This is an optimization exercise on Yosys and OpenROAD, whose aim is a short achievable clock period and few clock cycles, not a production implementation. Where RTL was checked, it was by simulation tests only, not by an equivalence proof against the original. No functional check of the RTL was part of runs 1, 2 and 6. Power figures rest on the tool's default switching activity, not on a simulated workload.

<file path="config.mk">
export PLATFORM = sky130hd
export DESIGN_NAME = fp_add
export DESIGN_NICKNAME = fp_add
export VERILOG_FILES = /design/flow/design.v
export SDC_FILE = /design/flow/constraint.sdc
export NUM_CORES = 4
export LEC_CHECK = 0
export CAP_MARGIN = 20
export CORE_MARGIN = 2
export CORE_UTILIZATION = 40
export PLACE_DENSITY = 0.6
export SETUP_SLACK_MARGIN = 5
export SLEW_MARGIN = 20
export SYNTH_HIERARCHICAL = 1
</file>
<file path="constraint.sdc">
create_clock -name core_clock -period 10.0 [get_ports {clk}]
set_input_delay 2.0000 -clock core_clock [delete_from_list [all_inputs] [get_ports {clk}]]
set_output_delay 2.0000 -clock core_clock [all_outputs]
set_load 0.01 [all_outputs]
</file>
<file path="design.v">
module fp_add (
  input  logic        clk,
  input  logic        rst,
  input  logic        in_vld,
  input  logic [31:0] a,
  input  logic [31:0] b,
  output logic        sum_vld,
  output logic [31:0] sum
);
  localparam int K = 2;
  logic        sa, sb, eff_sub;
  logic [23:0] ma, mb;
  assign sa = a[31];
  assign sb = b[31];
  assign ma = {1'b1, a[22:0]};
  assign mb = {1'b1, b[22:0]};
  assign eff_sub = sa ^ sb;
  logic [8:0] dab, dba;
  logic       a_ge, e_eq, a_p1, b_p1;
  fp_add_exp ex (.ea(a[30:23]), .eb(b[30:23]), .dab(dab), .dba(dba), .a_ge(a_ge),
                 .e_eq(e_eq), .a_p1(a_p1), .b_p1(b_p1));
  logic [23:0] ap, ag, a0, sp, sg, s0;
  fp_add_far1 #(.K(K)) f1 (.ma(ma), .mb(mb), .dab(dab), .dba(dba), .a_ge(a_ge),
                           .ap(ap), .ag(ag), .a0(a0), .sp(sp), .sg(sg), .s0(s0));
  logic        c_zero, c_s;
  logic [23:0] c_u;
  logic [4:0]  c_lz;
  logic [7:0]  c_e;
  fp_add_close1 c1 (.sa(sa), .sb(sb), .ea(a[30:23]), .eb(b[30:23]), .ma(ma), .mb(mb),
                    .e_eq(e_eq), .a_p1(a_p1), .b_p1(b_p1),
                    .c_zero(c_zero), .c_s(c_s), .c_u(c_u), .c_lz(c_lz), .c_e(c_e));
  logic close;
  assign close = eff_sub & (e_eq | a_p1 | b_p1);
  logic        vld_q, c_sel_q, fa_sel_q, fs_sel_q, f_s_q, c_s_q;
  logic [23:0] ap_q, ag_q, a0_q, sp_q, sg_q, s0_q, c_u_q;
  logic [7:0]  f_e_q, f_ep_q, f_em_q, c_e_q;
  logic [4:0]  c_lz_q;
  always_ff @(posedge clk) begin
    vld_q    <= in_vld & ~rst;
    c_sel_q  <= close & ~c_zero;
    fa_sel_q <= ~close & ~eff_sub;
    fs_sel_q <= ~close & eff_sub;
    ap_q     <= ap;
    ag_q     <= ag;
    a0_q     <= a0;
    sp_q     <= sp;
    sg_q     <= sg;
    s0_q     <= s0;
    f_s_q    <= a_ge ? sa : sb;
    f_e_q    <= a_ge ? a[30:23] : b[30:23];
    f_ep_q   <= a_ge ? a[30:23] + 8'd1 : b[30:23] + 8'd1;
    f_em_q   <= a_ge ? a[30:23] - 8'd1 : b[30:23] - 8'd1;
    c_s_q    <= c_s;
    c_u_q    <= c_u;
    c_lz_q   <= c_lz;
    c_e_q    <= c_e;
  end
  assign sum_vld = vld_q;
  logic [30:0] fa_r, fs_r, c_r;
  fp_add_far2 #(.K(K)) f2 (.ap(ap_q), .ag(ag_q), .a0(a0_q), .sp(sp_q), .sg(sg_q), .s0(s0_q),
                           .f_e(f_e_q), .f_ep(f_ep_q), .f_em(f_em_q), .fa_r(fa_r), .fs_r(fs_r));
  fp_add_close2 c2 (.c_u(c_u_q), .c_lz(c_lz_q), .c_e(c_e_q), .c_r(c_r));
  assign sum = ({32{c_sel_q}}  & {c_s_q, c_r}) |
               ({32{fa_sel_q}} & {f_s_q, fa_r}) |
               ({32{fs_sel_q}} & {f_s_q, fs_r});
endmodule
module fp_add_exp (
  input  logic [7:0] ea,
  input  logic [7:0] eb,
  output logic [8:0] dab,
  output logic [8:0] dba,
  output logic       a_ge,
  output logic       e_eq,
  output logic       a_p1,
  output logic       b_p1
);
  logic [7:0] nea, neb;
  assign nea  = ~ea;
  assign neb  = ~eb;
  assign dab  = {1'b0, ea} - {1'b0, eb};
  assign dba  = {1'b0, eb} - {1'b0, ea};
  assign a_ge = ~dab[8];
  assign e_eq = (ea == eb);
  assign a_p1 = ((ea[7:1] ^ neb[7:1]) == (ea[6:0] | neb[6:0])) & ~(ea[0] ^ neb[0]) & (eb != 8'hff);
  assign b_p1 = ((eb[7:1] ^ nea[7:1]) == (eb[6:0] | nea[6:0])) & ~(eb[0] ^ nea[0]) & (ea != 8'hff);
endmodule
module fp_add_far1 #(parameter int K = 2) (
  input  logic [23:0] ma,
  input  logic [23:0] mb,
  input  logic [8:0]  dab,
  input  logic [8:0]  dba,
  input  logic        a_ge,
  output logic [23:0] ap, ag, a0, sp, sg, s0
);
  function automatic logic [47:0] ks(input logic [23:0] g, input logic [23:0] p,
                                     input int lo, input int hi);
    logic [23:0] gn, pn;
    for (int l = 0; l < 5; l++) begin
      if (l >= lo && l < hi) begin
        for (int i = 0; i < 24; i++) begin
          if (i >= (1 << l)) begin
            gn[i] = g[i] | (p[i] & g[i - (1 << l)]);
            pn[i] = p[i] & p[i - (1 << l)];
          end else begin
            gn[i] = g[i];
            pn[i] = p[i];
          end
        end
        g = gn;
        p = pn;
      end
    end
    ks = {g, p};
  endfunction
  logic [23:0] b_sh, a_sh, f_b, f_m;
  assign b_sh = (dab[7:5] != 3'd0 || dab[4:3] == 2'b11) ? 24'd0 : (mb >> dab[4:0]);
  assign a_sh = (dba[7:5] != 3'd0 || dba[4:3] == 2'b11) ? 24'd0 : (ma >> dba[4:0]);
  assign f_b  = a_ge ? ma : mb;
  assign f_m  = a_ge ? b_sh : a_sh;
  logic [23:0] pa, ga, ps, gs;
  assign pa = f_b ^ f_m;
  assign ga = f_b & f_m;
  assign ps = ~(f_b ^ f_m);
  assign gs = {f_b[23:1] & ~f_m[23:1], f_b[0] | ~f_m[0]};
  assign {ag, ap} = ks(ga, pa, 0, K);
  assign {sg, sp} = ks(gs, {ps[23:1], 1'b0}, 0, K);
  assign a0 = pa;
  assign s0 = ps;
endmodule
module fp_add_far2 #(parameter int K = 2) (
  input  logic [23:0] ap, ag, a0, sp, sg, s0,
  input  logic [7:0]  f_e, f_ep, f_em,
  output logic [30:0] fa_r,
  output logic [30:0] fs_r
);
  function automatic logic [47:0] ks(input logic [23:0] g, input logic [23:0] p,
                                     input int lo, input int hi);
    logic [23:0] gn, pn;
    for (int l = 0; l < 5; l++) begin
      if (l >= lo && l < hi) begin
        for (int i = 0; i < 24; i++) begin
          if (i >= (1 << l)) begin
            gn[i] = g[i] | (p[i] & g[i - (1 << l)]);
            pn[i] = p[i] & p[i - (1 << l)];
          end else begin
            gn[i] = g[i];
            pn[i] = p[i];
          end
        end
        g = gn;
        p = pn;
      end
    end
    ks = {g, p};
  endfunction
  logic [47:0] af, sf;
  logic [24:0] f_add;
  logic [23:0] f_sub;
  assign af    = ks(ag, ap, K, 5);
  assign sf    = ks(sg, sp, K, 5);
  assign f_add = {af[47], a0 ^ {af[46:24], 1'b0}};
  assign f_sub = s0 ^ {sf[46:24], 1'b1};
  assign fa_r  = f_add[24] ? {f_ep, f_add[23:1]} : {f_e, f_add[22:0]};
  assign fs_r  = f_sub[23] ? {f_e, f_sub[22:0]} : {f_em, f_sub[21:0], 1'b0};
endmodule
module fp_add_close1 (
  input  logic        sa,
  input  logic        sb,
  input  logic [7:0]  ea,
  input  logic [7:0]  eb,
  input  logic [23:0] ma,
  input  logic [23:0] mb,
  input  logic        e_eq,
  input  logic        a_p1,
  input  logic        b_p1,
  output logic        c_zero,
  output logic        c_s,
  output logic [23:0] c_u,
  output logic [4:0]  c_lz,
  output logic [7:0]  c_e
);
  function automatic logic [4:0] lzc24(input logic [23:0] x);
    logic [31:0] p;
    logic [15:0] c1, v1;
    logic [15:0] c2;
    logic [7:0]  v2;
    logic [11:0] c3;
    logic [3:0]  v3;
    logic [7:0]  c4;
    logic [1:0]  v4;
    p = {x, 8'h80};
    for (int i = 0; i < 16; i++) begin
      v1[i] = p[2*i+1] | p[2*i];
      c1[i] = ~p[2*i+1];
    end
    for (int i = 0; i < 8; i++) begin
      v2[i] = v1[2*i+1] | v1[2*i];
      c2[2*i +: 2] = v1[2*i+1] ? {1'b0, c1[2*i+1]} : {1'b1, c1[2*i]};
    end
    for (int i = 0; i < 4; i++) begin
      v3[i] = v2[2*i+1] | v2[2*i];
      c3[3*i +: 3] = v2[2*i+1] ? {1'b0, c2[2*(2*i+1) +: 2]} : {1'b1, c2[2*(2*i) +: 2]};
    end
    for (int i = 0; i < 2; i++) begin
      v4[i] = v3[2*i+1] | v3[2*i];
      c4[4*i +: 4] = v3[2*i+1] ? {1'b0, c3[3*(2*i+1) +: 3]} : {1'b1, c3[3*(2*i) +: 3]};
    end
    lzc24 = v4[1] ? {1'b0, c4[7:4]} : {1'b1, c4[3:0]};
  endfunction
  function automatic logic [23:0] lza(input logic [23:0] x, input logic [23:0] y);
    lza = (x ^ y) & ~({~x[22:0], 1'b0} & {y[22:0], 1'b0});
  endfunction
  logic [23:0] ma1, mb1, d_ba, d1a, d1b;
  logic [24:0] d_ab;
  logic [4:0]  lz_ab, lz_ba, lz_1a, lz_1b;
  assign ma1   = {1'b0, ma[23:1]};
  assign mb1   = {1'b0, mb[23:1]};
  assign c_zero = e_eq & (ma == mb);
  assign d_ab  = {1'b0, ma} - {1'b0, mb};
  assign d_ba  = mb - ma;
  assign d1a   = ma - mb1;
  assign d1b   = mb - ma1;
  assign lz_ab = lzc24(lza(ma, mb));
  assign lz_ba = lzc24(lza(mb, ma));
  assign lz_1a = lzc24(lza(ma, mb1));
  assign lz_1b = lzc24(lza(mb, ma1));
  logic [23:0] u;
  logic [4:0]  lz;
  always_comb begin
    if (a_p1) begin
      u = d1a;        lz = lz_1a; c_e = ea; c_s = sa;
    end else if (b_p1) begin
      u = d1b;        lz = lz_1b; c_e = eb; c_s = sb;
    end else if (!d_ab[24]) begin
      u = d_ab[23:0]; lz = lz_ab; c_e = ea; c_s = sa;
    end else begin
      u = d_ba;       lz = lz_ba; c_e = ea; c_s = sb;
    end
  end
  assign c_u  = u << {lz[4:3], 3'd0};
  assign c_lz = lz;
endmodule
module fp_add_close2 (
  input  logic [23:0] c_u,
  input  logic [4:0]  c_lz,
  input  logic [7:0]  c_e,
  output logic [30:0] c_r
);
  logic [23:0] n;
  logic [7:0]  e0, e1;
  assign n   = c_u << c_lz[2:0];
  assign e0  = c_e - {3'd0, c_lz};
  assign e1  = c_e - {3'd0, c_lz} - 8'd1;
  assign c_r = n[23] ? {e0, n[22:0]} : {e1, n[21:0], 1'b0};
endmodule
</file>
<file path="run.sh">
#!/bin/bash
# synth_recipe.tcl (not shown) runs the flow's synth.tcl, then flattens the netlist and writes it again
# the make line also repeats each setting of config.mk as NAME=value (left out here)
make -C /OpenROAD-flow-scripts/flow DESIGN_CONFIG=/design/flow/config.mk WORK_HOME=/design/flow/orfs CLKGATE_MAP_FILE= SYNTH_SCRIPT=/design/flow/synth_recipe.tcl finish
</file>
==> flow_summary.toml, run 1 <==
[outcome]
outcome = "timing/DRC/antenna clean"

[routing]
drt_iter0_markers = 2321
drc = 0
drt-met1-wl_um = 39300
highest_layer = "met4"
wl_um = 102000
first_pass_iters = 8
vias_per_cell = 6.43
vias = 23300
dr_wl_met3_um = 7240
met2_length_um = 49400
wl_per_cell_um = 28.2
antenna_left = 0

[min_path]
min_path_type = "input port to flop"

[critical_path]
critPathLaunchType = "flop"
critical_path_arrival_ns = 3.26
critPathTopFamily = "buffers and inverters"
crit_fanout = 4
path_class = "flop to output port"
slowest_delay_ns = 0.47
cp_slowest_cell = "a222oi_1"
worstPathRequired_ns = 8.00
crit_chain = "buf_12, ha_4, fa_2, nand2b_4, a21oi_4, buf_4, xor2_2, nor2_2, buf_6, buf_6, nand2_2, xor2_1, a222oi_1, inv_1, buf_2"
end_kind = "output port"
critPathBufInv = 6
crit_path_frequent_cell = "buf_6"

[run]
maxCapViolations = 0

[clock_tree]
numCtsBuffers = 17
hold_buffers = 0
cts_root_buffer = "clkbuf_16"
clock-sinks = 200
clk_path_buf_depth = 2
cts.reportedPaths.clkPinSlew_ns = 0.09
htree_levels = 4
cts_tree = "built"

[die]
rows = 85
die_area_um2 = 56400
top_level_ports = 100
initial_core_util_pct = 40.5
die_h_um = 238
fp.dieW_um = 238
core_um2 = 53900

[cells_and_area]
finish.instance_area_um2 = 28500
drive_gt1_share_pct = 30.7
layout.cells.non_filler = 3624
syn2layout_area_growth_pct = 30.7
nets = 3226

[place]
dp_slack_ns = 2.66
io_buffers = 99
gp_congestion = 1.05
dp_cells = 3390
place_area_um2 = 23600
dp_hpwl_um = 76000

[logic_synthesis]
ys_warn_count = 10
synthCells = 2687
avgSynthCellArea_um2 = 8.12
syn_area_um2 = 21800

[global_routing]
grt_pass1_wl_um = 145000
antenna_found_initial = 3
grt_max_degree = 65
grt-ovfl-total = 0
grt_usage_pct = 34.3
grt_pass1_vias = 22500

[timing]
final_hold_viol_count = 0
slew_headroom_pct = 23.6
finalMaxSlewViolations = 0
fin_ws_ns = 4.74
fmax_mhz = 190
min_period_ns = 5.26
final-setup-viol-count = 0
rsz0062_at_grt = "true"
finalSetupTns_ns = 0
final.period_utilization_pct = 52.6
worst_pin_slew_ns = 1.13

[power]
leakage_nw = 11.5
ir_worst_vdd_uv = 129
power_density_nw_per_um2 = 164
p_total_mw = 4.68
[timing repair]
| item | 4_1_cts | 5_1_grt |
|---|---|---|
| pin swaps | 86 | 134 |
| resized for setup | 571 | 323 |
| cloned | 8 | 4 |
| setup endpoints to repair | 205 | 112 |
| setup buffers | 84 | 105 |
[worst min-delay path: stages]
cell,delay [ns]
buf_12,0.10
nand2_1,0.05
nand2_1,0.05
[path summary, 6_finish.rpt]
kind	start	endpoint	slack, ns	cells after the start
setup / recovery	c_lz_q[0]$_DFF_P_	sum[28]	4.74	15
hold / removal	a[25]	c_e_q[2]$_DFF_P_	1.76	3
[metrics by stage]
stage	hold WS (ns)	utilization [%]
floorplan	2.07	-
global placement	2.53	43.8
detailed placement	2.54	43.8
CTS	1.77	49.4
global route	1.77	52.9
finish	1.76	52.9
[cell usage in the layout, fill, tap and decap left out, types with 30 or more instances in the layout]
cell        n
mux2i_1    68
buf_4     170
o22ai_1    52
o21ai_0   116
inv_1     141
ha_4       56
xnor2_1    68
xor2_1     39
ha_1      145
nor3_1     46
mux2_2    107
clkbuf_2   30
a222oi_1   32
nand3_1    41
dfxtp_1   197
nor2_1    181
a21oi_1   183
nand2_1   192
buf_6      33
nor2b_1    32
a21o_1     30
[cell type report]
class | count | area (um^2)
Antenna cell | 2 | 5.00
Clock buffer | 17 | 425
Timing Repair Buffer | 331 | 3220
Clock inverter | 14 | 175
Sequential cell | 200 | 4020
Multi-Input combinational cell | 2181 | 19100
Tap cell | 696 | 871
Inverter | 183 | 774
Fill cell | 4925 | 25400
[registers in the layout (all words and copies together), names as in the netlist]
signal / flops
fa_sel_q: 1
f_s_q: 1
sp_q: 19
c_u_q: 24
s0_q: 24
c_e_q: 8
a0_q: 24
f_ep_q: 7
vld_q: 1
ap_q: 20
sg_q: 23
c_s_q: 1
f_em_q: 8
c_sel_q: 1
f_e_q: 8
c_lz_q: 5
ag_q: 24
fs_sel_q: 1
[metal layers]
metal,global-route usage [%],up-vias
met4,18.1,0
met2,60.7,1217
li1,-,10400
met3,4.73,292
met5,0,-
met1,40.1,11400
[power breakdown]
part           leakage [nW]  internal (mW)  switching [mW]  total, mW
clock network         0.292          0.341           0.376      0.716
registers              1.67          0.927          0.0817       1.01
logic                  9.59           1.29            1.66       2.95
==> inputs of run 2 (changes only) <==
--- a/design.v
+++ b/design.v
@@ -7,7 +7,7 @@
   output logic        sum_vld,
   output logic [31:0] sum
 );
-  localparam int K = 2;
+  localparam int K = 3;
   logic        sa, sb, eff_sub;
   logic [23:0] ma, mb;
   assign sa = a[31];
==> run 2 against run 1 <==
Compared with the run above: still clean on timing, DRC and antenna; clock power is 5.2% lower; worst hold slack better by 0.012 ns; global-route usage is 0.15 points lower; synthesized cell count hardly changed; die area is 1.2% higher; fmax is 1.3% lower; critical endpoint is now ag_q[19]$_DFF_P_.
==> flow_summary.toml, run 2 <==
[min_path]
holdPathEnd = "c_e_q[4]$_DFF_P_"
whs_path_depth = 3
min_from = "a[27]"
min_path_type = "input port to flop"

[routing]
vias = 23800
first_pass_iters = 6
wl_per_cell_um = 27.7
antenna_left = 0
drc = 0
vias_per_cell = 6.50
wl_um = 102000
drt_iter0_markers = 2628

[place]
dp_slack_ns = 2.60
io_buffers = 99
dp_hpwl_um = 75900
gp_congestion = 1.05
dp_cells = 3398

[critical_path]
crit_chain = "buf_12, ha_4, fa_2, clkinvlp_4, buf_12, buf_12, mux2_4, mux4_2, o211ai_1, o221ai_4, ha_4, inv_4, o31ai_2, a41o_1"
end_kind = "flop"
critical_path_arrival_ns = 5.70
cp_slowest_cell = "fa_2"
worstPathRequired_ns = 10.38
critPathLaunchType = "input port"
crit_fanout = 7
crit_path_frequent_cell = "buf_12"
slowest_delay_ns = 0.57
path_class = "input port to flop"

[logic_synthesis]
ys_warn_count = 10
synthCells = 2688
syn_area_um2 = 22100
avgSynthCellArea_um2 = 8.22

[power]
switching_share_pct = 44.6
pwr-share-comb_pct = 65.9
ir_worst_vdd_uv = 153
leakage_nw = 12.2
clockPowerShare_pct = 14.1
power.internal_mw = 2.66
switching_power_mw = 2.14
pwr-share-seq_pct = 20.0
power_density_nw_per_um2 = 162

[cells_and_area]
nets = 3258
diodes = 0
utilization_pct = 54.0
layout_commonest_cell = "buf_4"
layout_common_cells = "buf_4, dfxtp_1, nand2_1"
drive_gt1_share_pct = 34.0
syn2layout_area_growth_pct = 34.0
layout.cells.non_filler = 3666

[clock_tree]
cts_root_buffer = "clkbuf_16"
clock-sinks = 192
clk_path_buf_depth = 2
cts.reportedPaths.clkPinSlew_ns = 0.07
hold_buffers = 0
numCtsBuffers = 17
htree_levels = 4
cts_tree = "built"

[timing]
worst_pin_slew_ns = 1.19
final-setup-viol-count = 0
finalMaxSlewViolations = 0
whs_ns = 1.77
fmax_mhz = 188
slew_headroom_pct = 19.8
final.period_utilization_pct = 53.3
final_hold_viol_count = 0
finalSetupTns_ns = 0
fin_ws_ns = 4.67
rsz0062_at_grt = "true"
min_period_ns = 5.33

[die]
die_h_um = 239
die_area_um2 = 57100
core_um2 = 54900
top_level_ports = 100
fp.dieW_um = 239
initial_core_util_pct = 40.3
rows = 86

[global_routing]
grt-ovfl-total = 0
grt_pass1_vias = 23100
grt_max_degree = 49
grt_usage_pct = 34.1
grt_pass1_wl_um = 148000
antenna_found_initial = 2

[outcome]
outcome = "timing/DRC/antenna clean"

[run]
maxCapViolations = 0
run 2: power by group through the flow:
stage	clock network, mW	registers (mW)	logic [mW]
after detailed placement	0	0.977	2.23
final	0.679	0.960	3.17
after CTS	0.679	0.954	2.84
after global placement	0	0.973	2.22
after global routing	0.709	0.969	3.30
after floorplan	0	0.941	1.54
run 2: final cells by class:
type	instances	area [um^2]
clock inverter	12	123
fill	4971	25300
timing repair buffer	361	3520
tap	704	881
clock buffer	20	457
timing repair inverter	1	7.51
inverter	189	835
multi-input combinational	2187	19900
sequential	192	3850
run 2: how the worst max path moves through the flow:
stage | start | endpoint | slack, ns | cells past startpoint
final | a[23] | ag_q[19]$_DFF_P_ | 4.67 | 14
after global routing | a[24] | ag_q[14]$_DFF_P_ | 4.67 | 18
after CTS | a[23] | sg_q[15]$_DFF_P_ | 4.77 | 14
after detailed placement | b[25] | sg_q[7]$_DFF_P_ | 2.60 | 19
after global placement | b[25] | sg_q[7]$_DFF_P_ | 2.57 | 19
after floorplan | b[23] | sp_q[11]$_DFF_P_ | 4.71 | 15
run 2: worst max-delay path, delay by kind of cell:
family / cells / cell delay (ns)
adder cells (fa/ha/maj): 3 / 1.11
AO/OA/AOI/OAI: 4 / 1.20
multiplexers: 2 / 0.81
buffers and inverters: 5 / 0.57
run 2: metal layers:
metal | GRT usage, % | share of wire, % | up-vias
met4 | 19.3 | 6.6 | 4
met1 | 42.4 | 40 | 11600
met5 | 0 | 0.021 | -
met2 | 56.3 | 46 | 1401
li1 | - | - | 10500
met3 | 5.21 | 8.1 | 372
run 2: metrics by stage:
step | cell area [um^2] | power, mW
floorplan | 22700 | 2.49
global placement | 24000 | 3.19
detailed placement | 24000 | 3.20
CTS | 28400 | 4.47
global route | 29600 | 4.97
finish | 29600 | 4.81
run 2: repair_timing:
action,in CTS,in global routing
endpoints found under the setup margin,209,127
pin swaps,140,97
resized for setup,695,256
cloned,12,2
endpoints found under the hold margin,0,0
buffers inserted,155,67
==> inputs of run 3 (changes only) <==
--- a/design.v
+++ b/design.v
@@ -7,7 +7,7 @@
   output logic        sum_vld,
   output logic [31:0] sum
 );
-  localparam int K = 3;
+  localparam int K = 2;
   logic        sa, sb, eff_sub;
   logic [23:0] ma, mb;
   assign sa = a[31];
@@ -20,7 +20,7 @@
   fp_add_exp ex (.ea(a[30:23]), .eb(b[30:23]), .dab(dab), .dba(dba), .a_ge(a_ge),
                  .e_eq(e_eq), .a_p1(a_p1), .b_p1(b_p1));
   logic [23:0] ap, ag, a0, sp, sg, s0;
-  fp_add_far1 #(.K(K)) f1 (.ma(ma), .mb(mb), .dab(dab), .dba(dba), .a_ge(a_ge),
+  fp_add_far1 #(.K(K)) f1 (.ea(a[30:23]), .eb(b[30:23]), .ma(ma), .mb(mb), .dab(dab), .dba(dba), .a_ge(a_ge),
                            .ap(ap), .ag(ag), .a0(a0), .sp(sp), .sg(sg), .s0(s0));
   logic        c_zero, c_s;
   logic [23:0] c_u;
@@ -85,6 +85,8 @@
   assign b_p1 = ((eb[7:1] ^ nea[7:1]) == (eb[6:0] | nea[6:0])) & ~(eb[0] ^ nea[0]) & (ea != 8'hff);
 endmodule
 module fp_add_far1 #(parameter int K = 2) (
+  input  logic [7:0]  ea,
+  input  logic [7:0]  eb,
   input  logic [23:0] ma,
   input  logic [23:0] mb,
   input  logic [8:0]  dab,
@@ -112,9 +114,30 @@
     end
     ks = {g, p};
   endfunction
-  logic [23:0] b_sh, a_sh, f_b, f_m;
-  assign b_sh = (dab[7:5] != 3'd0 || dab[4:3] == 2'b11) ? 24'd0 : (mb >> dab[4:0]);
-  assign a_sh = (dba[7:5] != 3'd0 || dba[4:3] == 2'b11) ? 24'd0 : (ma >> dba[4:0]);
+  function automatic logic sum_is(input logic [7:0] x, input logic [7:0] y, input logic [7:0] k);
+    logic ok;
+    ok = ((x[0] ^ y[0]) == k[0]);
+    for (int i = 0; i < 7; i++)
+      ok = ok & ((x[i+1] ^ y[i+1] ^ k[i+1]) == (k[i] ? (x[i] & y[i]) : (x[i] | y[i])));
+    sum_is = ok;
+  endfunction
+  logic [23:0] da, db, b_sh, a_sh, f_b, f_m;
+  always_comb begin
+    for (int k = 0; k < 24; k++) begin
+      da[k] = sum_is(ea, ~eb, 8'(k - 1));
+      db[k] = sum_is(eb, ~ea, 8'(k - 1));
+    end
+    for (int j = 0; j < 24; j++) begin
+      b_sh[j] = 1'b0;
+      a_sh[j] = 1'b0;
+      for (int k = 0; k < 24; k++) begin
+        if (j + k < 24) begin
+          b_sh[j] = b_sh[j] | (da[k] & mb[j+k]);
+          a_sh[j] = a_sh[j] | (db[k] & ma[j+k]);
+        end
+      end
+    end
+  end
   assign f_b  = a_ge ? ma : mb;
   assign f_m  = a_ge ? b_sh : a_sh;
   logic [23:0] pa, ga, ps, gs;
==> flow/run.sh (new file) <==
#!/bin/bash
# Standard layout, with the port buffers made from a plain buffer cell
# (sky130_fd_sc_hd__buf_4) instead of the delay cell buffer_ports picks by
# default. The make output is kept in flow.log.
set -euo pipefail
export BUFFER_PORTS_ARGS="-buffer_cell sky130_fd_sc_hd__buf_4"
bash standard.sh > flow.log 2>&1
==> standard.sh (new file) <==
#!/bin/bash
# synth_recipe.tcl (not shown) runs the flow's synth.tcl, then flattens the netlist and writes it again
# the make line also repeats each setting of config.mk as NAME=value (left out here)
make -C /OpenROAD-flow-scripts/flow DESIGN_CONFIG=/design/flow/config.mk WORK_HOME=/design/flow/orfs CLKGATE_MAP_FILE= SYNTH_SCRIPT=/design/flow/synth_recipe.tcl "${@:-finish}"
removed: run.sh
==> run 3 against run 2 <==
Compared with the run above: fmax grew 6.2%; worst hold slack lost 0.070 ns; flip-flop and latch count increased by 8; routed wire length is 20% higher; critical path type unchanged; critical endpoint is now c_u_q[23]$_DFF_P_; largest cell class unchanged; highest routed layer unchanged.
==> flow_summary.toml, run 3 <==
[global_routing]
antenna_found_initial = 5
grt_pass1_vias = 25700
grt_usage_pct = 38.0
grt-ovfl-total = 0
grt_pass1_wl_um = 174000
grt_max_degree = 48

[outcome]
outcome = "timing/DRC/antenna clean"

[routing]
drt_iter0_markers = 4104
antenna_left = 0
drc = 0
wl_um = 122000
vias = 28000
vias_per_cell = 6.97
wl_per_cell_um = 30.5
first_pass_iters = 10

[logic_synthesis]
avgSynthCellArea_um2 = 7.72
synthCells = 3076
ys_warn_count = 10
syn_area_um2 = 23800

[place]
dp_cells = 3771
gp_congestion = 1.01
io_buffers = 99
place_area_um2 = 25000
dp_hpwl_um = 86300

[critical_path]
path_class = "input port to flop"
critPathTopFamily = "compound AO/OA/AOI/OAI gates"
cp_slowest_cell = "ha_1"
crit_chain = "buf_6, clkinvlp_4, ha_1, nand3_1, a21boi_0, o311a_1, or3_1, o221ai_1, o211ai_1, mux2i_1, a221o_1, o221ai_1"
end_kind = "flop"
critPathBufInv = 2
slowest_delay_ns = 0.47
crit_fanout = 14
worstPathRequired_ns = 10.29
critical_path_arrival_ns = 5.30
crit_path_frequent_cell = "o221ai_1"
critPathLaunchType = "input port"

[cells_and_area]
fillCellCount = 5636
layout_commonest_cell = "buf_4"
drive_gt1_share_pct = 25.0
nets = 3530
finish.instance_area_um2 = 29800
syn2layout_area_growth_pct = 25.5
layout.cells.non_filler = 4013
layout_common_cells = "buf_4, nand2_1, a21oi_1"

[clock_tree]
clk_path_buf_depth = 2
clock-sinks = 200
cts_tree = "built"
cts_root_buffer = "clkbuf_16"
hold_buffers = 0
numCtsBuffers = 17
htree_levels = 4
cts.reportedPaths.clkPinSlew_ns = 0.07

[power]
p_total_mw = 4.71
power_density_nw_per_um2 = 158
leakage_nw = 11.8
ir_worst_vdd_uv = 135

[timing]
final-setup-viol-count = 0
final_hold_viol_count = 0
whs_ns = 1.70
fmax_mhz = 199
worst_pin_slew_ns = 1.03
final.period_utilization_pct = 50.1
rsz0062_at_grt = "true"
min_period_ns = 5.01
slew_headroom_pct = 30.5
finalMaxSlewViolations = 0
finalSetupTns_ns = 0

[die]
initial_core_util_pct = 40.3
top_level_ports = 100
rows = 89
die_area_um2 = 61400
fp.dieW_um = 248
die_h_um = 248
core_um2 = 58900

[run]
maxCapViolations = 0

[min_path]
min_path_type = "input port to flop"
run 3: layout make-up:
class / count / area [um^2] / area share (%)
Timing Repair Buffer: 342 / 3160 / 10.6
Clock buffer: 18 / 439 / 1.47
Multi-Input combinational cell: 2470 / 20300 / 67.9
Timing Repair inverter: 1 / 7.51 / 0.0252
Antenna cell: 4 / 10.0 / 0.0336
Sequential cell: 200 / 4020 / 13.5
Tap cell: 773 / 967 / 3.24
Inverter: 191 / 788 / 2.64
Clock inverter: 14 / 166 / 0.558
run 3: per-layer routing:
layer  track usage (%)  share of wire [%]
met3              9.54                 13
met5                 0              0.025
met4              17.4                5.7
met1              53.7                 42
met2              53.5                 40
run 3: repair_timing:
action	4_1_cts	5_1_grt
setup buffers	115	77
resized for setup	294	200
pin swaps	63	81
hold endpoints to repair	0	0
endpoints found under the setup margin	192	133
cloned	9	5
run 3: final timing paths:
| path | depth (start not counted) | slack (ns) | start | end |
|---|---|---|---|---|
| setup / recovery | 12 | 4.99 | a[8] | c_u_q[23]$_DFF_P_ |
| hold / removal | 2 | 1.70 | rst | vld_q$_DFF_P_ |
run 3: per-stage QoR:
step	utilization, %	setup slack (ns)
floorplan	-	4.96
CTS	47.9	4.95
finish	50.6	4.99
global route	50.6	4.88
global placement	42.4	3.20
detailed placement	42.4	3.07
run 3: power by group:
part | internal, mW | switching, mW
logic | 1.19 | 1.73
registers | 0.976 | 0.113
clock network | 0.347 | 0.355
Testbench counts of run 3, summed over its fixed seeds: cycles 80,000.
==> inputs of run 4 (changes only) <==
==> flow/run.sh (replaced) <==
#!/bin/bash
# Standard layout with two changes: the port buffers are a plain buffer cell
# (sky130_fd_sc_hd__buf_4) instead of the delay cell buffer_ports picks by
# default, and timing repair may resize a cell to one of another width
# (MATCH_CELL_FOOTPRINT=0; the platform sets 1). The make output is kept in
# flow.log.
set -euo pipefail
export BUFFER_PORTS_ARGS="-buffer_cell sky130_fd_sc_hd__buf_4"
bash standard.sh MATCH_CELL_FOOTPRINT=0 finish > flow.log 2>&1
==> run 4 against run 3 <==
Compared with the run above: still clean; combinational power is 2% lower; routed wire length decreased by 2.4%; die area unchanged; non-clock buffer count shrank 27; critical endpoint is now c_u_q[8]$_DFF_P_; highest routed layer unchanged.
==> flow_summary.toml, run 4 <==
[outcome]
outcome = "timing/DRC/antenna clean"

[min_path]
whs_path_depth = 2
holdPathEnd = "vld_q$_DFF_P_"
min_from = "rst"
min_path_type = "input port to flop"

[global_routing]
antenna_found_initial = 5
grt_pass1_vias = 25500
grt-ovfl-total = 0
grt_pass1_wl_um = 171000
grt_usage_pct = 37.3
grt_max_degree = 49

[timing]
fin_ws_ns = 4.96
min_period_ns = 5.04
finalSetupTns_ns = 0
finalMaxSlewViolations = 0
final-setup-viol-count = 0
worst_pin_slew_ns = 1.09
slew_headroom_pct = 26.8
final_hold_viol_count = 0
fmax_mhz = 198
final.period_utilization_pct = 50.4
rsz0062_at_grt = "true"

[place]
dp_slack_ns = 3.05
place_area_um2 = 24900
dp_hpwl_um = 85700
gp_congestion = 1.04
io_buffers = 99

[power]
p_total_mw = 4.69
power_density_nw_per_um2 = 159
switching_share_pct = 46.2
leakage_nw = 11.6
pwr-share-seq_pct = 23.4
power.internal_mw = 2.52
ir_worst_vdd_uv = 133
switching_power_mw = 2.17
pwr-share-comb_pct = 61.1
clockPowerShare_pct = 15.6

[die]
rows = 89
core_um2 = 58900
die_h_um = 248
top_level_ports = 100
die_area_um2 = 61400
fp.dieW_um = 248
initial_core_util_pct = 40.3

[critical_path]
crit_fanout = 17
cp_slowest_cell = "ha_4"
critical_path_arrival_ns = 5.39
crit_chain = "buf_6, clkinvlp_4, ha_4, nand4_1, a21oi_2, and2_4, o21a_4, nor2_4, buf_4, a211oi_1, mux2i_1, o221ai_2, o22ai_1"
slowest_delay_ns = 0.46
worstPathRequired_ns = 10.35
critPathBufInv = 3
critPathTopFamily = "compound AO/OA/AOI/OAI gates"
path_class = "input port to flop"
end_kind = "flop"
critPathLaunchType = "input port"

[logic_synthesis]
avgSynthCellArea_um2 = 7.72
syn_area_um2 = 23800
synthCells = 3076
ys_warn_count = 10

[clock_tree]
numCtsBuffers = 17
cts.reportedPaths.clkPinSlew_ns = 0.08
htree_levels = 4
clock-sinks = 200
cts_root_buffer = "clkbuf_16"
cts_tree = "built"
hold_buffers = 0
clk_path_buf_depth = 2

[cells_and_area]
layout_commonest_cell = "buf_4"
fillCellCount = 5733
drive_gt1_share_pct = 23.2
layout_common_cells = "buf_4, nand2_1, a21oi_1"
nets = 3499
finish.instance_area_um2 = 29400
syn2layout_area_growth_pct = 23.7

[routing]
vias = 27500
first_pass_iters = 7
wl_per_cell_um = 30.0
antenna_left = 0
drt_iter0_markers = 3986
wl_um = 119000
vias_per_cell = 6.92
drc = 0

[run]
maxCapViolations = 0
-- run 4: per-layer routing --
| layer | part of all wire (%) | up-vias | track usage (%) |
|---|---|---|---|
| met4 | 5.0 | 6 | 15.4 |
| met3 | 12 | 472 | 8.99 |
| li1 | - | 11800 | - |
| met5 | 0.028 | - | 0 |
| met2 | 41 | 1994 | 54.1 |
| met1 | 42 | 13300 | 52.4 |
-- run 4: worst max-delay path by stage --
stage	from	endpoint	slack, ns	depth (start not counted)
floorplan	a[26]	ag_q[12]$_DFF_P_	4.96	16
detailed placement	a[29]	sg_q[8]$_DFF_P_	3.05	14
global route	a[24]	ag_q[17]$_DFF_P_	4.92	18
finish	a[11]	c_u_q[8]$_DFF_P_	4.96	13
global placement	a[29]	ag_q[6]$_DFF_P_	3.12	15
CTS	a[24]	sg_q[8]$_DFF_P_	4.90	15
-- run 4: layout make-up --
cell class / instances / area (um^2) / share of cell area (%)
antenna: 2 / 5.00 / 0.0170
clock buffer: 17 / 425 / 1.45
clock inverter: 15 / 206 / 0.703
inverter: 191 / 776 / 2.64
multi-input combinational: 2466 / 20100 / 68.3
sequential: 200 / 4020 / 13.7
tap: 773 / 967 / 3.29
timing repair buffer: 315 / 2910 / 9.92
timing repair inverter: 1 / 7.51 / 0.0255
-- run 4: power groups by stage --
stage                     Clock, mW  Combinational (mW)  Sequential (mW)
after floorplan                   0                1.61             1.06
after global placement            0                2.33             1.11
after detailed placement          0                2.34             1.12
after CTS                     0.738                2.61             1.09
after global routing          0.766                3.02             1.11
final                         0.730                2.86             1.09
-- run 4: through the flow --
stage | cells | hold slack, ns | utilization (%)
global placement | 3773 | 2.16 | 42.3
finish | 3980 | 1.70 | 49.9
floorplan | 3089 | 2.07 | -
CTS | 3910 | 1.68 | 47.2
global route | 3978 | 1.69 | 49.9
detailed placement | 3773 | 2.17 | 42.3
-- run 4: what timing repair did --
item                                    CTS  global route
cloned                                    5             2
pin swaps                                48            73
setup buffers                           100            66
endpoints found under the setup margin  197           129
gates resized for setup                 244           214
==> inputs of run 5 (changes only) <==
==> flow/run.sh (replaced) <==
#!/bin/bash
# Standard layout with two changes:
# - the port buffers are a plain buffer cell (sky130_fd_sc_hd__buf_4)
#   instead of the delay cell buffer_ports picks by default;
# - synthesis maps with abc_speed.script here (delay-targeted mapping and
#   sizing) in place of ORFS's; every other ORFS script is used unchanged,
#   from a copy of ORFS's scripts folder.
# The make output is kept in flow.log.
set -euo pipefail
here=$(pwd)
rm -rf "$here/scripts"
cp -r "$FLOW_HOME/scripts" "$here/scripts"
cp "$here/flow/abc_speed.script" "$here/scripts/abc_speed.script"
export SCRIPTS_DIR="$here/scripts"
export BUFFER_PORTS_ARGS="-buffer_cell sky130_fd_sc_hd__buf_4"
bash standard.sh > flow.log 2>&1
==> flow/abc_speed.script (new file) <==
strash
dch -f
map -p -D 1000
buffer -c
topo
stime -c
upsize -c -D 1000
dnsize -c -D 1000
==> run 5 against run 4 <==
Compared with the run above: routed wire length grew 12%; sequential power barely moved; final area increased by 5.9%; setup slack lost 0.13 ns; fmax is 2.6% lower; clock power is 8.2% lower; sequential share of layout area shrank 0.76 points; combinational power rose by 5%; via count increased by 13%; utilization fell by 1.8 points; critical path type unchanged.
==> flow_summary.toml, run 5 <==
[routing]
drc = 0
first_pass_iters = 10
antenna_left = 0
drt_iter0_markers = 5509
vias = 31100
wl_per_cell_um = 30.6
vias_per_cell = 7.10
wl_um = 134000

[die]
die_h_um = 260
top_level_ports = 100
core_um2 = 64700
rows = 93
initial_core_util_pct = 40.6
fp.dieW_um = 260
die_area_um2 = 67800

[clock_tree]
clock-sinks = 200
clk_path_buf_depth = 2
cts_tree = "built"
numCtsBuffers = 17
hold_buffers = 0
cts_root_buffer = "clkbuf_16"
cts.reportedPaths.clkPinSlew_ns = 0.07
htree_levels = 4

[critical_path]
slowest_delay_ns = 0.62
crit_chain = "buf_4, inv_1, ha_4, a21oi_1, o21ai_0, a21oi_4, o211ai_4, buf_12, o21ai_0, nand3_1, nand3_1, o311ai_4, nand3_1, a22oi_1"
worstPathRequired_ns = 10.36
crit_fanout = 23
critPathTopFamily = "compound AO/OA/AOI/OAI gates"
critPathLaunchType = "input port"
path_class = "input port to flop"
critPathBufInv = 3
end_kind = "flop"
cp_slowest_cell = "o21ai_0"
critical_path_arrival_ns = 5.53
crit_path_frequent_cell = "nand3_1"

[timing]
finalSetupTns_ns = 0
min_period_ns = 5.17
final.period_utilization_pct = 51.7
final_hold_viol_count = 0
finalMaxSlewViolations = 0
rsz0062_at_grt = "true"
fmax_mhz = 193
final-setup-viol-count = 0
whs_ns = 1.70
worst_pin_slew_ns = 0.971
slew_headroom_pct = 35.0

[cells_and_area]
syn2layout_area_growth_pct = 18.4
layout_common_cells = "nand4_1, inv_1, buf_4"
finish.instance_area_um2 = 31100
nets = 3810
layout_commonest_cell = "nand4_1"
utilization_pct = 48.1
drive_gt1_share_pct = 19.5

[global_routing]
busiest_layer = "met2"
grt-ovfl-total = 0
antenna_found_initial = 6
use_met3_pct = 12.2
grt_pass1_vias = 28500
met1_usage_pct = 51.4
grt_max_degree = 110
grt_pass1_wl_um = 191000
grt_usage_pct = 37.6
grt_util_met2_pct = 52.8

[power]
leakage_nw = 12.2
power_density_nw_per_um2 = 153
ir_worst_vdd_uv = 127
p_total_mw = 4.75

[logic_synthesis]
synthCells = 3447
syn_area_um2 = 26300
avgSynthCellArea_um2 = 7.62
ys_warn_count = 10

[place]
place_area_um2 = 27400
dp_hpwl_um = 96500
io_buffers = 99
gp_congestion = 1.05

[min_path]
min_path_type = "input port to flop"

[run]
maxCapViolations = 0

[outcome]
outcome = "timing/DRC/antenna clean"
run 5: stage by stage:
| stage | std cells | worst slack (ns) |
|---|---|---|
| 3_3_place_gp | 4191 | 3.29 |
| 5_1_grt | 4369 | 4.83 |
| 6_report | 4372 | 4.83 |
| 3_5_place_dp | 4192 | 3.26 |
| 4_1_cts | 4311 | 4.96 |
| 2_1_floorplan | 3462 | 5.00 |
run 5: timing repair:
item,CTS,global route
cloned,12,4
pin swaps,36,35
buffers inserted,77,54
resized for setup,198,131
setup endpoints to repair,193,134
run 5: where the power goes:
part           switching, mW  leakage, nW  total (mW)  internal [mW]
Combinational           1.81         10.3        2.99           1.18
Clock                  0.316        0.264       0.670          0.354
Sequential             0.122         1.67        1.09          0.971
run 5: worst paths after layout:
check	start	endpoint	slack [ns]	cells past startpoint
setup / recovery	a[13]	c_u_q[21]$_DFF_P_	4.83	14
hold / removal	rst	vld_q$_DFF_P_	1.70	2
run 5: final cells by class:
type                    instances  area [um^2]
clock inverters                10          115
repair buffers                276         2500
repair inverters                4         26.3
well taps                     855         1070
diodes                          3         7.51
multi-input cells            2708        21700
clock buffers                  20          447
fillers                      6360        33600
flip-flops and latches        200         4020
inverters                     296         1200
run 5: layer usage:
layer | vias to the layer above | wire (um)
met3 | 646 | 18600
li1 | 13400 | -
met2 | 2434 | 51800
met1 | 14600 | 54600
met4 | 4 | 8760
met5 | - | 68
==> inputs of run 6 (changes only) <==
--- a/design.v
+++ b/design.v
@@ -22,22 +22,26 @@
   logic [23:0] ap, ag, a0, sp, sg, s0;
   fp_add_far1 #(.K(K)) f1 (.ea(a[30:23]), .eb(b[30:23]), .ma(ma), .mb(mb), .dab(dab), .dba(dba), .a_ge(a_ge),
                            .ap(ap), .ag(ag), .a0(a0), .sp(sp), .sg(sg), .s0(s0));
-  logic        c_zero, c_s;
-  logic [23:0] c_u;
-  logic [4:0]  c_lz;
-  logic [7:0]  c_e;
+  logic        c_zero, c_neg, cx_s;
+  logic [23:0] cx_u, cy_u;
+  logic [4:0]  cx_lz, cy_lz;
+  logic [7:0]  cx_e;
   fp_add_close1 c1 (.sa(sa), .sb(sb), .ea(a[30:23]), .eb(b[30:23]), .ma(ma), .mb(mb),
                     .e_eq(e_eq), .a_p1(a_p1), .b_p1(b_p1),
-                    .c_zero(c_zero), .c_s(c_s), .c_u(c_u), .c_lz(c_lz), .c_e(c_e));
+                    .c_zero(c_zero), .c_neg(c_neg), .cx_s(cx_s), .cx_u(cx_u), .cx_lz(cx_lz),
+                    .cx_e(cx_e), .cy_u(cy_u), .cy_lz(cy_lz));
   logic close;
   assign close = eff_sub & (e_eq | a_p1 | b_p1);
-  logic        vld_q, c_sel_q, fa_sel_q, fs_sel_q, f_s_q, c_s_q;
-  logic [23:0] ap_q, ag_q, a0_q, sp_q, sg_q, s0_q, c_u_q;
-  logic [7:0]  f_e_q, f_ep_q, f_em_q, c_e_q;
-  logic [4:0]  c_lz_q;
+  logic        vld_q, cx_sel_q, cy_sel_q, fa_sel_q, fs_sel_q, f_s_q, cx_s_q, sb_q;
+  logic [23:0] ap_q, ag_q, a0_q, sp_q, sg_q, s0_q, cx_u_q, cy_u_q;
+  logic [7:0]  f_e_q, f_ep_q, f_em_q;
+  logic [4:0]  cx_lz_q, cy_lz_q;
+  logic [4:0]  cx_el_q, cy_el_q;
+  logic [2:0]  cx_eh_q, cx_ehm_q, cy_eh_q, cy_ehm_q;
   always_ff @(posedge clk) begin
     vld_q    <= in_vld & ~rst;
-    c_sel_q  <= close & ~c_zero;
+    cx_sel_q <= close & ~c_zero & ~c_neg;
+    cy_sel_q <= close & c_neg;
     fa_sel_q <= ~close & ~eff_sub;
     fs_sel_q <= ~close & eff_sub;
     ap_q     <= ap;
@@ -50,17 +54,29 @@
     f_e_q    <= a_ge ? a[30:23] : b[30:23];
     f_ep_q   <= a_ge ? a[30:23] + 8'd1 : b[30:23] + 8'd1;
     f_em_q   <= a_ge ? a[30:23] - 8'd1 : b[30:23] - 8'd1;
-    c_s_q    <= c_s;
-    c_u_q    <= c_u;
-    c_lz_q   <= c_lz;
-    c_e_q    <= c_e;
+    cx_s_q   <= cx_s;
+    sb_q     <= sb;
+    cx_u_q   <= cx_u;
+    cy_u_q   <= cy_u;
+    cx_lz_q  <= cx_lz;
+    cy_lz_q  <= cy_lz;
+    cx_el_q  <= cx_e[4:0];
+    cx_eh_q  <= cx_e[7:5];
+    cx_ehm_q <= cx_e[7:5] - 3'd1;
+    cy_el_q  <= a[27:23];
+    cy_eh_q  <= a[30:28];
+    cy_ehm_q <= a[30:28] - 3'd1;
   end
   assign sum_vld = vld_q;
-  logic [30:0] fa_r, fs_r, c_r;
+  logic [30:0] fa_r, fs_r, cx_r, cy_r;
   fp_add_far2 #(.K(K)) f2 (.ap(ap_q), .ag(ag_q), .a0(a0_q), .sp(sp_q), .sg(sg_q), .s0(s0_q),
                            .f_e(f_e_q), .f_ep(f_ep_q), .f_em(f_em_q), .fa_r(fa_r), .fs_r(fs_r));
-  fp_add_close2 c2 (.c_u(c_u_q), .c_lz(c_lz_q), .c_e(c_e_q), .c_r(c_r));
-  assign sum = ({32{c_sel_q}}  & {c_s_q, c_r}) |
+  fp_add_close2 c2x (.c_u(cx_u_q), .c_lz(cx_lz_q), .c_el(cx_el_q), .c_eh(cx_eh_q),
+                     .c_ehm(cx_ehm_q), .c_r(cx_r));
+  fp_add_close2 c2y (.c_u(cy_u_q), .c_lz(cy_lz_q), .c_el(cy_el_q), .c_eh(cy_eh_q),
+                     .c_ehm(cy_ehm_q), .c_r(cy_r));
+  assign sum = ({32{cx_sel_q}} & {cx_s_q, cx_r}) |
+               ({32{cy_sel_q}} & {sb_q, cy_r}) |
                ({32{fa_sel_q}} & {f_s_q, fa_r}) |
                ({32{fs_sel_q}} & {f_s_q, fs_r});
 endmodule
@@ -197,10 +213,13 @@
   input  logic        a_p1,
   input  logic        b_p1,
   output logic        c_zero,
-  output logic        c_s,
-  output logic [23:0] c_u,
-  output logic [4:0]  c_lz,
-  output logic [7:0]  c_e
+  output logic        c_neg,
+  output logic        cx_s,
+  output logic [23:0] cx_u,
+  output logic [4:0]  cx_lz,
+  output logic [7:0]  cx_e,
+  output logic [23:0] cy_u,
+  output logic [4:0]  cy_lz
 );
   function automatic logic [4:0] lzc24(input logic [23:0] x);
     logic [31:0] p;
@@ -251,28 +270,34 @@
   logic [4:0]  lz;
   always_comb begin
     if (a_p1) begin
-      u = d1a;        lz = lz_1a; c_e = ea; c_s = sa;
+      u = d1a;        lz = lz_1a; cx_e = ea; cx_s = sa;
     end else if (b_p1) begin
-      u = d1b;        lz = lz_1b; c_e = eb; c_s = sb;
-    end else if (!d_ab[24]) begin
-      u = d_ab[23:0]; lz = lz_ab; c_e = ea; c_s = sa;
+      u = d1b;        lz = lz_1b; cx_e = eb; cx_s = sb;
     end else begin
-      u = d_ba;       lz = lz_ba; c_e = ea; c_s = sb;
+      u = d_ab[23:0]; lz = lz_ab; cx_e = ea; cx_s = sa;
     end
   end
-  assign c_u  = u << {lz[4:3], 3'd0};
-  assign c_lz = lz;
+  assign c_neg = e_eq & d_ab[24];
+  assign cx_u  = u << {lz[4:3], 3'd0};
+  assign cx_lz = lz;
+  assign cy_u  = d_ba << {lz_ba[4:3], 3'd0};
+  assign cy_lz = lz_ba;
 endmodule
 module fp_add_close2 (
   input  logic [23:0] c_u,
   input  logic [4:0]  c_lz,
-  input  logic [7:0]  c_e,
+  input  logic [4:0]  c_el,
+  input  logic [2:0]  c_eh,
+  input  logic [2:0]  c_ehm,
   output logic [30:0] c_r
 );
   logic [23:0] n;
+  logic [5:0]  l0, l1;
   logic [7:0]  e0, e1;
   assign n   = c_u << c_lz[2:0];
-  assign e0  = c_e - {3'd0, c_lz};
-  assign e1  = c_e - {3'd0, c_lz} - 8'd1;
+  assign l0  = {1'b0, c_el} - {1'b0, c_lz};
+  assign l1  = {1'b0, c_el} + {1'b0, ~c_lz};
+  assign e0  = {l0[5] ? c_ehm : c_eh, l0[4:0]};
+  assign e1  = {l1[5] ? c_eh : c_ehm, l1[4:0]};
   assign c_r = n[23] ? {e0, n[22:0]} : {e1, n[21:0], 1'b0};
 endmodule
==> flow/run.sh (replaced) <==
#!/bin/bash
# Standard layout, with the port buffers made from a plain buffer cell
# (sky130_fd_sc_hd__buf_4) instead of the delay cell buffer_ports picks by
# default. The make output is kept in flow.log.
set -euo pipefail
export BUFFER_PORTS_ARGS="-buffer_cell sky130_fd_sc_hd__buf_4"
bash standard.sh > flow.log 2>&1
removed: flow/abc_speed.script
==> run 6 against run 5 <==
Compared with the run above: fmax rose by 2.8%; total power up 12%; synthesized area down 0.64%; first-iteration DRC count is 27% lower; cell count shrank 3.7%; global-route usage shrank 5.7 points; final area hardly changed; highest routed layer unchanged; non-clock buffer count is 17 lower; sequential share of layout area increased by 2.9 points; still clean on timing, DRC and antenna; sequential power is 21% higher.
==> flow_summary.toml, run 6 <==
[critical_path]
worstPathRequired_ns = 10.46
critPathLaunchType = "input port"
path_class = "input port to flop"
cp-startpoint = "a[27]"
crit_fanout = 19
worstSetupEndpoint = "cx_lz_q[0]$_DFF_P_"
slowest_delay_ns = 0.59
crit_path_frequent_cell = "buf_4"
critical_path_arrival_ns = 5.49
critPathBufInv = 5
cp_slowest_cell = "a2111oi_0"
crit_chain = "buf_4, inv_1, ha_1, fa_1, nand4_1, nor3_4, clkbuf_16, clkinvlp_4, buf_4, a2111oi_0, o21ai_0, a31oi_1, a221o_1"
critPathTopFamily = "compound AO/OA/AOI/OAI gates"
path_depth = 13
end_kind = "flop"

[global_routing]
grt-ovfl-total = 0
antenna_found_initial = 2
grt_pass1_vias = 26200
grt_pass1_wl_um = 166000
grt_usage_pct = 31.9
grt_max_degree = 38

[clock_tree]
clk_path_buf_depth = 3
htree_levels = 1
cts_tree = "built"
numCtsBuffers = 25
clock-sinks = 245
cts.reportedPaths.clkPinSlew_ns = 0.06
hold_buffers = 0
cts_root_buffer = "clkbuf_16"

[die]
die_h_um = 260
initial_core_util_pct = 40.5
die_area_um2 = 67300
core_um2 = 64500
fp.dieW_um = 260
top_level_ports = 100
rows = 93

[cells_and_area]
nets = 3657
layout_commonest_cell = "nand2_1"
finish.instance_area_um2 = 31100
layout_common_cells = "nand2_1, dfxtp_1, buf_4"
drive_gt1_share_pct = 20.1
fillCellCount = 6262
syn2layout_area_growth_pct = 19.2

[timing]
final-setup-viol-count = 0
final.period_utilization_pct = 50.3
rsz0062_at_grt = "true"
final_hold_viol_count = 0
whs_ns = 1.61
finalMaxSlewViolations = 0
worst_pin_slew_ns = 1.01
finalSetupTns_ns = 0
min_period_ns = 5.03
fin_ws_ns = 4.97
fmax_mhz = 199
slew_headroom_pct = 31.9

[routing]
wl_per_cell_um = 26.9
first_pass_iters = 12
vias = 27700
drc = 0
drt_iter0_markers = 4027
wl_um = 113000
antenna_left = 0
vias_per_cell = 6.58

[place]
gp_congestion = 1.00
io_buffers = 99
dp_hpwl_um = 83200
dp_slack_ns = 3.18
place_area_um2 = 27500

[min_path]
min_path_type = "input port to flop"

[power]
ir_worst_vdd_uv = 123
power_density_nw_per_um2 = 170
p_total_mw = 5.31
leakage_nw = 12.6

[run]
maxCapViolations = 0

[logic_synthesis]
synthCells = 3276
avgSynthCellArea_um2 = 7.97
syn_area_um2 = 26100
ys_warn_count = 10

[outcome]
outcome = "timing/DRC/antenna clean"
==> run 6: metrics by stage <==
stage	utilization, %	cells
floorplan	-	3291
global placement	42.6	4043
detailed placement	42.6	4043
CTS	46.3	4159
global route	48.3	4211
finish	48.3	4211
==> run 6: routing by layer <==
layer / vias to the layer above / GRT usage [%] / routed length (um)
met5: - / 0 / 12
met4: 2 / 15.5 / 6190
met3: 400 / 6.98 / 12300
met2: 1849 / 46.0 / 46700
met1: 13100 / 44.7 / 48000
li1: 12300 / - / -
==> run 6: final cells by class <==
cell class                 count  area (um^2)  area share, %
antenna                        1         2.50        0.00804
clock buffer                  30          684           2.20
clock inverter                16          180          0.579
inverter                     175          674           2.17
multi-input combinational   2628        21100           67.8
sequential                   245         4910           15.8
tap                          855         1070           3.44
timing repair buffer         259         2500           8.03
timing repair inverter         2         12.5         0.0402
==> run 6: worst min path at each step <==
stage	depth (start not counted)	slack, ns	start	endpoint
3_5_place_dp	1	2.15	b[31]	sb_q$_DFF_P_
4_1_cts	2	1.58	rst	vld_q$_DFF_P_
2_1_floorplan	0	2.03	a[28]	cy_eh_q[0]$_DFF_P_
6_report	1	1.61	b[31]	sb_q$_DFF_P_
5_1_grt	2	1.60	rst	vld_q$_DFF_P_
3_3_place_gp	1	2.15	b[31]	sb_q$_DFF_P_
==> run 6: power by group <==
| part | total, mW | switching (mW) | internal (mW) |
|---|---|---|---|
| Clock | 0.974 | 0.404 | 0.570 |
| Combinational | 3.01 | 1.76 | 1.25 |
| Sequential | 1.32 | 0.144 | 1.18 |
| Total | 5.31 | 2.30 | 3.00 |
==> run 6: repair_timing <==
item,4_1_cts,5_1_grt
gates resized for setup,161,157
pin swaps,23,55
buffers inserted,61,45
setup endpoints to repair,183,127
cloned,9,6

-- re-timing with driven ports --
Ports are ideal in the flow. The routed layouts listed here were re-timed in OpenROAD.
Step 1 sets driving cells, clkbuf_16 on the clock port and buf_2 on the other inputs (assumed; they add their load-dependent delay and slew).
Step 2 adds t to the input delays and takes it off the output delays; t is the mean of the earliest and latest rising clock arrival at the registers after step 1. Input paths then give back, and output paths get back, about the clock's delay inside the block.
Slacks: no drivers / after step 1 / after step 2; pairs: no drivers / after step 1.
run | shift t [ns] | slack for setup (ns) | hold slack, ns | worst register clock-pin slew, ns
run 1 | 0.517 | 4.742 / 4.686 / 4.318 | 1.760 / 1.773 / 2.290 | 0.09 / 0.09
run 2 | 0.506 | 4.673 / 4.645 / 4.140 | 1.772 / 1.780 / 2.286 | 0.07 / 0.07
run 3 | 0.496 | 4.987 / 4.955 / 4.500 | 1.702 / 1.678 / 2.174 | 0.09 / 0.09
run 4 | 0.496 | 4.960 / 4.974 / 4.478 | 1.699 / 1.676 / 2.172 | 0.09 / 0.09
run 5 | 0.493 | 4.828 / 4.839 / 4.346 | 1.698 / 1.675 / 2.168 | 0.08 / 0.08
run 6 | 0.583 | 4.968 / 4.989 / 4.406 | 1.608 / 1.585 / 2.168 | 0.07 / 0.07
After both steps every run listed still meets setup and hold. The setup slack of run 6, which loses most, moves by +0.021 ns with the drivers and by -0.562 ns with both steps.
